Context: an optimization exercise on an open-source flow, tuned for small area. The choices shown serve that exercise and are no tape-out recipe. In this exercise RTL edits were held to simulation tests only and were not proved equivalent to the original. No activity file was given, so power comes from the tool's default toggle rates.

--- design/flow/config.mk ---
export PLATFORM = sky130hd
export DESIGN_NAME = riscv_core
export DESIGN_NICKNAME = riscv_core
export VERILOG_FILES = /design/flow/design.v
export SDC_FILE = /design/flow/constraint.sdc
export NUM_CORES = 8
export LEC_CHECK = 0
export CAP_MARGIN = 20
export CORE_MARGIN = 2
export CORE_UTILIZATION = 35
export PLACE_DENSITY = 0.6
export SETUP_SLACK_MARGIN = 0.5
export SLEW_MARGIN = 20
--- design/flow/constraint.sdc ---
create_clock -name core_clock -period 11.0 [get_ports {clk}]
set_input_delay 2.2000 -clock core_clock [delete_from_list [all_inputs] [get_ports {clk}]]
set_output_delay 2.2000 -clock core_clock [all_outputs]
set_load 0.01 [all_outputs]
--- design/flow/design.v ---
module PC (
    input wire clk,              
    input wire rst,               
    input wire hold,              
    input wire [31:0] next_pc,    
    input wire pc_sel,            
    output reg [31:0] pc          
);
    always @(posedge clk or posedge rst) begin
        if (rst) begin
            pc <= 32'b0;                      
        end 
        else if (!hold) begin                 
            if (pc_sel)
                pc <= next_pc;                
            else if (pc == 32'hFFFFFFFC)      
                pc <= 32'b0;                  
            else
                pc <= pc + 4;                 
        end
    end
endmodule
`timescale 1ns/1ps
module decoder (
    input  wire [31:0] instr,
    output wire [6:0]  opcode,
    output wire [4:0]  rd,
    output wire [2:0]  funct3,
    output wire [4:0]  rs1,
    output wire [4:0]  rs2,
    output wire [6:0]  funct7
);
    assign opcode = instr[6:0];
    assign rd     = instr[11:7];
    assign funct3 = instr[14:12];
    assign rs1    = instr[19:15];
    assign rs2    = instr[24:20];
    assign funct7 = instr[31:25];
endmodule
`timescale 1ns / 1ps
module imgen (
    input  [31:0] instr,       
    output reg [31:0] imm_out  
);
    wire [6:0] opcode = instr[6:0];
    always @(*) begin
        case (opcode)
            7'b0000011,  
            7'b0010011,  
            7'b1100111:  
                imm_out = {{20{instr[31]}}, instr[31:20]};
            7'b0100011:  
                imm_out = {{20{instr[31]}}, instr[31:25], instr[11:7]};
            7'b1100011:  
                imm_out = {{19{instr[31]}}, instr[31], instr[7],
                           instr[30:25], instr[11:8], 1'b0};
            7'b0110111,  
            7'b0010111:  
                imm_out = {instr[31:12], 12'b0};
            7'b1101111:  
                imm_out = {{11{instr[31]}}, instr[31],
                           instr[19:12], instr[20], instr[30:21], 1'b0};
            default:
                imm_out = 32'b0;
        endcase
    end
endmodule
`timescale 1ns / 1ps
module control (
    input  [6:0] opcode,      
    output reg Branch,
    output reg MemRead,
    output reg MemtoReg,
    output reg [1:0] ALUOp,
    output reg MemWrite,
    output reg ALUSrc,
    output reg RegWrite
);
    always @(*) begin
        Branch   = 0;
        MemRead  = 0;
        MemtoReg = 0;
        ALUOp    = 2'b00;
        MemWrite = 0;
        ALUSrc   = 0;
        RegWrite = 0;
        case (opcode)
            7'b0110011: begin  
                RegWrite = 1;
                ALUSrc   = 0;
                ALUOp    = 2'b10;
            end
            7'b0010011: begin  
                RegWrite = 1;
                ALUSrc   = 1;
                ALUOp    = 2'b11;
            end
            7'b0000011: begin  
                RegWrite = 1;
                ALUSrc   = 1;
                MemRead  = 1;
                MemtoReg = 1;
                ALUOp    = 2'b00;
            end
            7'b0100011: begin  
                ALUSrc   = 1;
                MemWrite = 1;
                ALUOp    = 2'b00;
            end
            7'b1100011: begin  
                Branch   = 1;
                ALUOp    = 2'b01;
            end
            7'b1101111: begin  
                RegWrite = 1;
                Branch   = 1;
                ALUOp    = 2'b00;
            end
            7'b0110111: begin  
                RegWrite = 1;
                ALUSrc   = 1;
                ALUOp    = 2'b00;
            end
            default: begin
                Branch   = 0;
                MemRead  = 0;
                MemtoReg = 0;
                ALUOp    = 2'b00;
                MemWrite = 0;
                ALUSrc   = 0;
                RegWrite = 0;
            end
        endcase
    end
endmodule
`timescale 1ns / 1ps
module register (
    input wire clk,
    input wire rst,
    input wire RegWrite,            
    input wire [4:0] rs1,           
    input wire [4:0] rs2,           
    input wire [4:0] rd,            
    input wire [31:0] write_data,   
    output wire [31:0] rdata1,      
    output wire [31:0] rdata2       
);
    reg [31:0] registers [31:0];
    integer i;
    always @(posedge clk or posedge rst) begin
        if (rst) begin
            for (i = 0; i < 32; i = i + 1)
                registers[i] <= 32'b0;
        end
        else if (RegWrite && rd != 0) begin
            registers[rd] <= write_data;
        end
    end
    assign rdata1 = (rs1 == 0) ? 32'b0 : registers[rs1];
    assign rdata2 = (rs2 == 0) ? 32'b0 : registers[rs2];
endmodule
`timescale 1ns / 1ps
module ID_stage (
    input wire clk,
    input wire rst,
    input wire [31:0] instr,         
    input wire [31:0] write_data,    
    output wire [31:0] rdata1,       
    output wire [31:0] rdata2,       
    output wire [31:0] imm_out,      
    output wire RegWrite,            
    output wire MemRead,
    output wire MemWrite,
    output wire Branch,
    output wire MemtoReg,
    output wire ALUSrc,
    output wire [1:0] ALUOp,         
    output wire [6:0] opcode,
    output wire [2:0] funct3,
    output wire [6:0] funct7,
    output wire [4:0] rs1,
    output wire [4:0] rs2,
    output wire [4:0] rd
);
    wire [6:0] opcode_w;
    wire [2:0] funct3_w;
    wire [6:0] funct7_w;
    wire [4:0] rs1_w, rs2_w, rd_w;
    decoder dec_inst (
        .instr(instr),
        .opcode(opcode_w),
        .funct3(funct3_w),
        .funct7(funct7_w),
        .rs1(rs1_w),
        .rs2(rs2_w),
        .rd(rd_w)
    );
    imgen imm_inst (
        .instr(instr),
        .imm_out(imm_out)
    );
    control ctrl_inst (
        .opcode(opcode),
        .Branch(Branch),
        .MemRead(MemRead),
        .MemtoReg(MemtoReg),
        .ALUOp(ALUOp),
        .MemWrite(MemWrite),
        .ALUSrc(ALUSrc),
        .RegWrite(RegWrite)
    );
    register reg_inst (
            .clk(clk),
            .rst(rst),
            .RegWrite(RegWrite),
            .rs1(rs1_w),
            .rs2(rs2_w),
            .rd(rd_w),
            .write_data(write_data),
            .rdata1(rdata1),
            .rdata2(rdata2)
        );
    assign opcode = opcode_w;
    assign funct3 = funct3_w;
    assign funct7 = funct7_w;
    assign rs1 = rs1_w;
    assign rs2 = rs2_w;
    assign rd  = rd_w;
endmodule
`timescale 1ns / 1ps
module ALU_control (
    input wire [1:0] ALUOp,      
    input wire [2:0] funct3,     
    input wire [6:0] funct7,     
    output reg [3:0] alu_ctrl    
);
    always @(*) begin
        case (ALUOp)
            2'b00: alu_ctrl = 4'b0010;  
            2'b01: alu_ctrl = 4'b0110;  
            2'b10: begin                
                case (funct3)
                    3'b000: alu_ctrl = (funct7[5]) ? 4'b0110 : 4'b0010;  
                    3'b111: alu_ctrl = 4'b0000;  
                    3'b110: alu_ctrl = 4'b0001;  
                    3'b010: alu_ctrl = 4'b0111;  
                    default: alu_ctrl = 4'b1111;  
                endcase
            end
            2'b11: begin                
                case (funct3)
                    3'b000: alu_ctrl = 4'b0010;  
                    3'b111: alu_ctrl = 4'b0000;  
                    3'b110: alu_ctrl = 4'b0001;  
                    3'b010: alu_ctrl = 4'b0111;  
                    default: alu_ctrl = 4'b1111;  
                endcase
            end
            default: alu_ctrl = 4'b1111;
        endcase
    end
endmodule
`timescale 1ns / 1ps
module alu (
    input  wire [31:0] A,           
    input  wire [31:0] B,           
    input  wire [3:0]  ALU_Ctrl,    
    output reg  [31:0] ALU_Result,  
    output wire Zero                 
);
    always @(*) begin
        case (ALU_Ctrl)
            4'b0010: ALU_Result = A + B;       
            4'b0110: ALU_Result = A - B;       
            4'b0000: ALU_Result = A & B;       
            4'b0001: ALU_Result = A | B;       
            4'b0111: ALU_Result = (A < B) ? 32'b1 : 32'b0;  
            4'b0011: ALU_Result = A ^ B;       
            4'b0100: ALU_Result = A << B[4:0];  
            4'b0101: ALU_Result = A >> B[4:0];  
            default: ALU_Result = 32'b0;
        endcase
    end
    assign Zero = (ALU_Result == 32'b0) ? 1'b1 : 1'b0;
endmodule
`timescale 1ns / 1ps
module Branch_unit (
    input wire [31:0] PC,           
    input wire [31:0] imm,          
    input wire Branch,              
    input wire Zero,                
    output reg [31:0] PC_next,      
    output reg branch_taken         
);
always @(*) begin
    if (Branch && Zero) begin
        branch_taken = 1'b1;
        PC_next = PC + imm;         
    end
    else begin
        branch_taken = 1'b0;
        PC_next = PC + 4;           
    end
end
endmodule
`timescale 1ns / 1ps
module EX_stage (
    input  wire [31:0] pc_in,           
    input  wire [31:0] rdata1,          
    input  wire [31:0] rdata2,          
    input  wire [31:0] imm_out,         
    input  wire [6:0] funct7,           
    input  wire [2:0] funct3,           
    input  wire [1:0] ALUOp,            
    input  wire        ALUSrc,          
    input  wire        Branch,          
    output wire [31:0] ALU_result,      
    output wire        Zero,            
    output wire [31:0] PC_next,         
    output wire        branch_taken     
);
    wire [3:0] ALU_Ctrl;
    wire [31:0] ALU_input2;
    ALU_control alu_ctrl_inst (
        .ALUOp(ALUOp),
        .funct3(funct3),
        .funct7(funct7),
        .alu_ctrl(ALU_Ctrl)
    );
    assign ALU_input2 = (ALUSrc) ? imm_out : rdata2;
    alu alu_inst (
        .A(rdata1),
        .B(ALU_input2),
        .ALU_Ctrl(ALU_Ctrl),
        .ALU_Result(ALU_result),
        .Zero(Zero)
    );
    Branch_unit branch_inst (
        .PC(pc_in),
        .imm(imm_out),
        .Branch(Branch),
        .Zero(Zero),
        .PC_next(PC_next),
        .branch_taken(branch_taken)
    );
endmodule
`timescale 1ns / 1ps
module WB_stage (
    input  wire [31:0] read_data,      
    input  wire [31:0] ALU_result,     
    input  wire        MemtoReg,       
    output wire [31:0] write_data      
);
    assign write_data = (MemtoReg) ? read_data : ALU_result;
endmodule
module riscv_core (
    input  wire        clk,
    input  wire        rst,           
    output wire [31:0] imem_addr,     
    input  wire [31:0] imem_rdata,    
    output wire [31:0] dmem_addr,     
    output wire [31:0] dmem_wdata,    
    output wire        dmem_we,       
    output wire        dmem_re,       
    input  wire [31:0] dmem_rdata     
);
    wire [31:0] pc;
    wire [31:0] rdata1, rdata2, imm;
    wire        RegWrite, MemRead, MemWrite, Branch, MemtoReg, ALUSrc;
    wire [1:0]  ALUOp;
    wire [6:0]  opcode, funct7;
    wire [2:0]  funct3;
    wire [4:0]  rs1, rs2, rd;
    wire [31:0] alu_result, pc_next;
    wire        zero, branch_taken;
    wire [31:0] wb_data;
    wire is_jal = (opcode == 7'b1101111);
    wire is_lui = (opcode == 7'b0110111);
    PC pc_inst (
        .clk(clk),
        .rst(rst),
        .hold(1'b0),
        .next_pc(pc_next),
        .pc_sel(branch_taken),
        .pc(pc)
    );
    ID_stage id_inst (
        .clk(clk),
        .rst(rst),
        .instr(imem_rdata),
        .write_data(wb_data),
        .rdata1(rdata1),
        .rdata2(rdata2),
        .imm_out(imm),
        .RegWrite(RegWrite),
        .MemRead(MemRead),
        .MemWrite(MemWrite),
        .Branch(Branch),
        .MemtoReg(MemtoReg),
        .ALUSrc(ALUSrc),
        .ALUOp(ALUOp),
        .opcode(opcode),
        .funct3(funct3),
        .funct7(funct7),
        .rs1(rs1),
        .rs2(rs2),
        .rd(rd)
    );
    EX_stage ex_inst (
        .pc_in(pc),
        .rdata1(rdata1),
        .rdata2(rdata2),
        .imm_out(imm),
        .funct7(funct7),
        .funct3(funct3),
        .ALUOp(ALUOp),
        .ALUSrc(ALUSrc),
        .Branch(Branch),
        .ALU_result(alu_result),
        .Zero(zero),
        .PC_next(),
        .branch_taken()
    );
    Branch_unit br_inst (
        .PC(pc),
        .imm(imm),
        .Branch(Branch),
        .Zero(zero | is_jal),
        .PC_next(pc_next),
        .branch_taken(branch_taken)
    );
    wire [31:0] ex_result = is_jal ? (pc + 32'd4) :
                            is_lui ? imm : alu_result;
    WB_stage wb_inst (
        .read_data(MemRead ? dmem_rdata : 32'b0),
        .ALU_result(ex_result),
        .MemtoReg(MemtoReg),
        .write_data(wb_data)
    );
    assign imem_addr  = pc;
    assign dmem_addr  = alu_result;
    assign dmem_wdata = rdata2;
    assign dmem_we    = MemWrite;
    assign dmem_re    = MemRead;
endmodule
--- design/flow/run.sh ---
#!/bin/bash
# synth_recipe.tcl (not shown) runs the flow's synth.tcl, then flattens the netlist and writes it again
# the make line also repeats each setting of config.mk as NAME=value (left out here)
make -C /OpenROAD-flow-scripts/flow DESIGN_CONFIG=/design/flow/config.mk WORK_HOME=/design/flow/orfs CLKGATE_MAP_FILE= SYNTH_SCRIPT=/design/flow/synth_recipe.tcl finish
==> results by group <==
Status
  – Result of the run: finished clean

STA
  – Headroom to the max-slew limit: between 10% and 20%
  – Actual slew at the worst max-slew pin: 1228 ps
  – Worst Setup Slack, final: 545.5 ps
  – Post-route fraction of the period consumed by the critical path: 95.04%
  – Endpoints failing hold: 0
  – Max Slew Vio Count: 0
  – Timing-limited maximum frequency: roughly 96 MHz
  – Unrepaired setup endpoints after global routing: yes
  – Final critical delay including setup and external delays: 10,450 ps
  – Layout Skew: 49.24 ps
  – Setup violators final: 0
  – Total Neg Setup Slack: 0 ps
  – Worst hold margin: 507.7 ps

Pwr
  – Worst VDD drop: ~0.13 mV
  – Portion of total power attributed to sequential cells: around 43%
  – Switching share of total power: roughly 29%
  – P_int: 6559 uW
  – Areal power density over the cells: between 100 and 150 nW/um2
  – Leak pwr: approximately 0.029 uW
  – Share of power burned in the clock network: between 40 and 50%
  – Comb power frac: 13.1%
  – Switching power: around 2700 uW

Placement
  – Dpl ws: approximately 210 ps
  – Cell area reported after detailed placement: 62,390 um2
  – Number of buffers inserted by port buffering: about 160
  – Last weighted congestion value of the routability-driven placer: between 1 and 1.5
  – DP HPWL: approximately 200,000 um

CTS
  – Clock latency on the worst-skew pair: around 800 ps
  – TritonCTS clock tree: done
  – Clock-pin slew of the registers on the worst-case setup and hold paths: around 60 ps
  – Max H-tree Level: 3
  – Clock root buffer master: sky130_fd_sc_hd__clkbuf_16
  – Maximum root-to-sink buffer count: 3
  – Sink Count: 1,024
  – TritonCTS buffer count: ~110
  – Number of hold buffers added after CTS: 0

Routing
  – Detailed-router iteration count before antenna repair: 13
  – Post-detailed-route wirelength per cell: about 36 um
  – Detail-routed via count per cell: about 6.8
  – Starting DRC count in detailed routing: between 9,000 and 10,000
  – Via count: 59,423
  – Overall routed net length: about 310,000 um
  – DRC: 0
  – Routed Antenna Nets: 0

Setup path
  – Critical path data arrival time: between 8000 and 9000 ps
  – Data required time at the worst endpoint: just under 9000 ps
  – R2R setup slack: around 4500 ps
  – CP Class: input port to output port
  – Kind of start point of the critical path: input port
  – Crit-path max FO: 13
  – Critical Path Sink Type: output port

Die
  – Placeable core area: ~160,000 um2
  – Number of rows created at floorplan: between 100 and 150
  – Overall die height: 403.6 um
  – Starting utilization of the core area: 35.25%
  – Number of top-level pins: 164
  – Width of the chip: 403.6 um
  – Die ar.: 162,900 um2

Synthesis
  – Share of flip-flops with an asynchronous set or reset: 100.0%
  – Number of nets in the synthesized netlist: roughly 6,700
  – Average instance area after synthesis: 8.641 um2
  – Number of distinct standard cells referenced by the synthesized netlist: 89
  – Post-synth top flop: sky130_fd_sc_hd__dfrtp_1
  – Count of mapped cells out of synthesis: 6,468
  – Total of flip-flops plus latches after synthesis: slightly above 1,000
  – Post-Synthesis Cell Area: 55,890 um2
  – Number of synthesized flops with an enable pin: 0
  – Yosys synthesis warning count: 8
  – Seq/Total Area, Yosys: a little under half

Global routing
  – Global routing usage summed across all routing layers: roughly 38%
  – Wire length of the first global-routing pass: about 440,000 um
  – Vias in the first global route: ~55,000
  – Maximum number of pins on one net before global-route repair: between 150 and 200
  – Overflow left after global routing: 0
  – Initial antenna violation count: 18

Cells and area
  – # nets final: around 6,800
  – Area occupied by multi-input gates: 28,670 um2
  – Area growth from synthesis to final layout: 19.61%
  – Post-Layout Inst Area: 66,850 um2
  – Most common library cell in the layout ignoring fill and taps: sky130_fd_sc_hd__nand2_1
  – Commonest non-fill, non-tap cells in the layout: sky130_fd_sc_hd__nand2_1 (1,229), sky130_fd_sc_hd__o21ai_0 (1,054), sky130_fd_sc_hd__dfrtp_1 (1,024), sky130_fd_sc_hd__a22oi_1 (481), sky130_fd_sc_hd__buf_4 (384)
  – Area occupied by registers: 25,620 um2
  – Fill cell total of the finished layout: ~16,000
  – Ratio of cells with drive above 1 in the final layout: about 12%

Min path
  – Kind of path behind the tightest hold check: register to register

Job
  – Max cap viols: 0
[worst max-delay path, stage by stage]
cell and delay, ps:
sky130_fd_sc_hd__clkdlybuf4s50_1 450, sky130_fd_sc_hd__nand2b_2 280, sky130_fd_sc_hd__buf_4 250, sky130_fd_sc_hd__nor2_4 70
sky130_fd_sc_hd__buf_4 280, sky130_fd_sc_hd__buf_4 310, sky130_fd_sc_hd__a22o_1 270, sky130_fd_sc_hd__a221oi_1 220
sky130_fd_sc_hd__nand4_1 130, sky130_fd_sc_hd__nor3_1 300, sky130_fd_sc_hd__a21oi_1 100, sky130_fd_sc_hd__buf_4 200
sky130_fd_sc_hd__nand2_1 60, sky130_fd_sc_hd__o21ai_0 160, sky130_fd_sc_hd__ha_2 470, sky130_fd_sc_hd__inv_1 150
sky130_fd_sc_hd__o41ai_4 440, sky130_fd_sc_hd__nand2_1 100, sky130_fd_sc_hd__a31oi_1 180, sky130_fd_sc_hd__a21oi_2 90
sky130_fd_sc_hd__a21oi_2 280, sky130_fd_sc_hd__a21boi_2 120, sky130_fd_sc_hd__o21ai_1 150, sky130_fd_sc_hd__a2bb2oi_1 340
sky130_fd_sc_hd__clkdlybuf4s50_1 610
[sequential cells by signal, indices dropped and copies added (netlist names)]
signal,cells
pc_inst.pc,32
id_inst.reg_inst.registers,992
[timing repair]
| action | in CTS | in global routing |
|---|---|---|
| pin swaps | 8 | 4 |
| gates cloned | 1 | 0 |
| endpoints found under the setup margin | 13 | 14 |
| buffers inserted | 17 | 6 |
| resized for setup | 15 | 33 |
[power by group through the flow]
stage | logic [uW] | clock network (uW) | registers (uW)
global route | 1270 | 4200 | 3990
finish | 1210 | 4060 | 3980
detailed placement | 1160 | 0 | 4050
global placement | 1150 | 0 | 4040
CTS | 1160 | 4050 | 3980
floorplan | 585 | 0 | 4020
[per-stage QoR]
step           util [%]  power (uW)  std cells
6_report          42.16        9252       8789
5_1_grt           42.12        9464       8766
4_1_cts           41.96        9187       8757
3_5_place_dp      39.35        5202       8533
3_3_place_gp      39.34        5193       8533
2_1_floorplan         -        4606       6468
[logic make-up (layout without fill, tap and decap cells)]
family / count (synthesis) / after routing / share of synthesized area [%]
buffers and inverters: 696 / 921 / 4.755
AND/OR/NAND/NOR: 2030 / 2030 / 15.57
AO/OA/AOI/OAI: 2480 / 2480 / 29.05
multiplexers: 42 / 42 / 0.7679
other: 0 / 24 / 0
adder cells (fa/ha/maj): 133 / 133 / 3.018
XOR/XNOR: 63 / 63 / 0.9873
flip-flops: 1024 / 1024 / 45.85
[area by class of cell]
type | count | area share, %
multi-input cells | 4748 | 42.89
clock buffers | 145 | 4.687
diodes | 24 | 0.08984
inverters | 114 | 0.6458
clock inverters | 61 | 1.160
well taps | 2072 | 3.878
repair buffers | 601 | 8.318
flip-flops and latches | 1024 | 38.33
[cells in the mapped netlist (21+ instances only)]
cell type,instances,share of area (%)
sky130_fd_sc_hd__nor2_1,268,1.8
sky130_fd_sc_hd__a21o_1,44,0.59
sky130_fd_sc_hd__dfrtp_1,1024,46
sky130_fd_sc_hd__nand2_1,1253,8.4
sky130_fd_sc_hd__a21oi_1,203,1.8
sky130_fd_sc_hd__nor3_1,70,0.63
sky130_fd_sc_hd__buf_1,27,0.18
sky130_fd_sc_hd__inv_1,111,0.75
sky130_fd_sc_hd__nand4_1,109,1.2
sky130_fd_sc_hd__a221oi_1,214,3.4
sky130_fd_sc_hd__a22o_1,198,3.1
sky130_fd_sc_hd__mux2i_1,35,0.63
sky130_fd_sc_hd__o22ai_1,21,0.24
sky130_fd_sc_hd__a22oi_1,484,6.5
sky130_fd_sc_hd__o211ai_1,22,0.30
sky130_fd_sc_hd__xnor2_1,38,0.60
sky130_fd_sc_hd__nand2b_1,27,0.30
sky130_fd_sc_hd__nand3_1,169,1.5
sky130_fd_sc_hd__xor2_1,25,0.39
sky130_fd_sc_hd__o21ai_0,1080,9.7
sky130_fd_sc_hd__ha_1,130,2.9
sky130_fd_sc_hd__a222oi_1,66,1.2
sky130_fd_sc_hd__and3_1,24,0.27
sky130_fd_sc_hd__clkbuf_1,536,3.6
[worst paths after layout]
kind | from | endpoint | depth (start not counted)
min in group asynchronous | rst | id_inst.reg_inst.registers[31][26]$_DFFE_PP0P_ | 3
worst min-delay path | id_inst.reg_inst.registers[1][21]$_DFFE_PP0P_ | id_inst.reg_inst.registers[1][21]$_DFFE_PP0P_ | 2
worst min register to register | id_inst.reg_inst.registers[1][21]$_DFFE_PP0P_ | id_inst.reg_inst.registers[1][21]$_DFFE_PP0P_ | 2
max in group asynchronous | rst | id_inst.reg_inst.registers[16][2]$_DFFE_PP0P_ | 6
worst max register to register | id_inst.reg_inst.registers[16][0]$_DFFE_PP0P_ | pc_inst.pc[13]$_DFF_PP0_ | 29
worst max-delay path | imem_rdata[24] | dmem_addr[29] | 25
[per-layer routing]
layer  routed length (um)  track usage, %
met1               113400           46.10
met2               127500           54.08
met3                46470           16.03
met4                26830           24.36
met5                  503          0.6839

afterwards: timing with drivers on the ports:
The flow's constraints put no driver on any port. The routed layout listed below was extracted and timed again, unchanged, in two steps. Step 1 sets driving cells, clkbuf_16 on the clock port and buf_2 on the other inputs (assumed; they add their load-dependent delay and slew). Step 2, shift: input delay + t, output delay - t, t = (earliest + latest rising clock arrival at the registers) / 2. This alone moves slack from input paths to output paths. a / b / c = ideal / step 1 / step 2; a / b = the first two.
shift t [ns]: 0.855
setup WS [ns]: 0.546 / 0.460 / 0.460
worst register clock-pin slew, ns: 0.08 / 0.08
worst data-port slew with drivers (ns): 0.30
After both steps setup and hold are still met in this run. The setup slack of this run moves by -0.086 ns with the drivers and by -0.086 ns with both steps.
